This design comes from an exercise in tuning for small area and a short achievable clock period on the open sky130 flow, not from production work.
Function was checked by simulation only, so behaviour that the tests miss may differ from the original.

Design wallace_tree_multiplier, start of the top module:
module wallace_tree_multiplier (
    input  logic        clk,
    input  logic        reset,
    input  logic [31:0] multiplicand,
    input  logic [31:0] multiplier,
    output logic [63:0] product,
    output logic        overflow
);
export LEC_CHECK = 0
export ABC_AREA = 1
export CAP_MARGIN = 20
export CORE_MARGIN = 2
export CORE_UTILIZATION = 70
export SETUP_SLACK_MARGIN = 4.5
export SLEW_MARGIN = 20
export SYNTH_HIERARCHICAL = 1
create_clock -name core_clock -period 13.5 [get_ports {clk}]
standard.sh (not shown) runs the stock make flow with config.mk's settings and CLKGATE_MAP_FILE= SYNTH_SCRIPT=/design/flow/synth_recipe.tcl, a recipe that flattens the netlist after the stock synthesis.
==> flow/flow/run.sh <==
#!/bin/bash
# Standard ORFS layout, with plain buf_1 cells as the port buffers (buffer_ports
# otherwise picks a delay-cell buffer for every port).
set -euo pipefail
export BUFFER_PORTS_ARGS="-buffer_cell sky130_fd_sc_hd__buf_1"
bash standard.sh > standard_flow.log 2>&1
The first run finished clean.
==> next run, changes <==
Settings changed: CORE_UTILIZATION 70 to 50, SETUP_SLACK_MARGIN 4.5 to 5.
What happened: Worst setup slack is better by 420 ps. Area after synthesis stays the same. Synthesized cell count stays the same. Design area rose by 7.3%. Clock-buffer cell count is higher by 1. Utilization decreases by 18 points. Final cell count is higher by 7.7%. Clock skew is about the same.
==> next run, changes <==
Settings changed: CORE_UTILIZATION 50 to 40.
- synthesized cell count stays the same
- wire length grows by 5.0%
- clock skew barely changes
- via count grows by 1.9%
- utilization shrinks by 11 points
- hold slack degrades by 59 ps
- register-to-register slack improves by 70 ps
==> next run, changes <==
Settings changed: CORE_UTILIZATION 40 to 50, SETUP_SLACK_MARGIN 5 to 4.5.
Effect: Synthesized cell count does not change; global-route usage is higher by 5.9 points; utilization came out higher by 7.6 points; clock skew is about the same; die area drops by about a fifth; wire length came out lower by a little under a tenth; via count decreases by a few percent.


## P
Starting RTL as in the previous note.
Design wallace_tree_multiplier, start of the top module:
module wallace_tree_multiplier (
    input  logic        clk,
    input  logic        reset,
    input  logic [31:0] multiplicand,
    input  logic [31:0] multiplier,
    output logic [63:0] product,
    output logic        overflow
);
export LEC_CHECK = 0
export ABC_AREA = 1
export CAP_MARGIN = 20
export CORE_MARGIN = 2
export CORE_UTILIZATION = 50
export SETUP_SLACK_MARGIN = 4
export SLEW_MARGIN = 20
export SYNTH_HIERARCHICAL = 1
create_clock -name core_clock -period 13.5 [get_ports {clk}]
Scripts as last shown in full above: flow/flow/run.sh
Edits applied to the flow inputs when going from P to Q:
- SETUP_SLACK_MARGIN now 5, was 4
- CORE_UTILIZATION now 60, was 50
==> run summary <==
In Q relative to P, global-route wire length before repair had gone up slightly.
Cmp Q vs P: die area lower in Q
In Q the final instance area turned out 1700 um2 higher than in P.
Timing startpoint of the critical path: multiplier[5] -> Q, multiplier[21] -> P
P leaves less setup margin than Q.
[Q] area growth from synthesis to layout rose 7.3 points relative to P
Between P and Q, the flow reports final routed wire length divided by cell count increasing by a little under 10%.
## Diff of input files: R against Q
- SETUP_SLACK_MARGIN: 5 -> 4.5
### Flow results
Routed metal-1 wirelength (R over Q): decrease, 3.0%. Summary of R over Q: max-slew headroom at the worst pin now larger. Q → R: non-clock buffer contribution to total cell area -3.1 points.


== the previous run ==
Another version of the RTL of wallace_tree_multiplier (not shown whole).
Size in the first run: ~65 flip-flops.
==> flow/config.mk <==
export PLATFORM = sky130hd
export DESIGN_NAME = wallace_tree_multiplier
export DESIGN_NICKNAME = wallace_tree_multiplier
export VERILOG_FILES = /design/flow/design.v
export SDC_FILE = /design/flow/constraint.sdc
export NUM_CORES = 4
export LEC_CHECK = 0
export ABC_AREA = 1
export CAP_MARGIN = 20
export CORE_MARGIN = 2
export CORE_UTILIZATION = 40
export SLEW_MARGIN = 20
export SYNTH_HIERARCHICAL = 1
==> flow/constraint.sdc <==
create_clock -name core_clock -period 13.5 [get_ports {clk}]
set_input_delay 2.7000 -clock core_clock [delete_from_list [all_inputs] [get_ports {clk}]]
set_output_delay 2.7000 -clock core_clock [all_outputs]
set_load 0.01 [all_outputs]
run.sh (not shown) runs the stock make flow with config.mk's settings and CLKGATE_MAP_FILE= SYNTH_SCRIPT=/design/flow/synth_recipe.tcl, a recipe that flattens the netlist after the stock synthesis.
Stock flow here: none of the scripts above is used.
The inputs of the current run differ from those of the previous run as listed below.
Settings: putting SETUP_SLACK_MARGIN at 3 where nothing was set.
Findings:
Via count of the first global-routing pass: the current run vs the previous run identical. From the previous run to the current run the numbers moved as follows: worst hold path stage count held; count of clock-buffer cells in the layout was more or less identical; clock latency at the later pin of the worst-skew pair held steady. For number of design rule violations left after detail routing, the current run and the previous run come out practically identical.

what the ideal ports hide:
The results above use ideal ports. As a check the final layouts listed here were re-extracted and re-timed, cells and wires unchanged.
Step 1 sets driving cells, clkbuf_16 on the clock port and buf_2 on the other inputs (assumed; they add their load-dependent delay and slew).
Step 2 also shifts input and output timing later by t, the mid clock arrival at the registers, as if the neighbouring blocks saw the same clock.
Three values: no drivers, after step 1, after step 2; two values: the first two.
run	t (ns)	setup WS [ns]	worst setup path after step 2	worst data-port slew with drivers (ns)
the first run of note 1	0.404	4.681 / 4.700 / 4.296	input to register	0.05
the second run of note 1	0.435	5.105 / 5.128 / 4.693	input to register	0.06
the third run of note 1	0.442	5.082 / 5.119 / 4.678	input to register	0.07
the fourth run of note 1	0.443	4.691 / 4.711 / 4.269	input to register	0.07
P	0.447	4.275 / 4.314 / 3.868	input to register	0.07
Q	0.415	5.149 / 5.152 / 4.737	input to register	0.06
R	0.410	4.691 / 4.712 / 4.302	input to register	0.06
the previous run	0.440	3.867 / 3.897 / 3.457	input to register	0.06
the current run	0.440	3.867 / 3.897 / 3.457	input to register	0.06
After both steps every run listed still meets setup and hold. The setup slack of the fourth run of note 1, which loses most, moves by +0.020 ns with the drivers and by -0.422 ns with both steps.
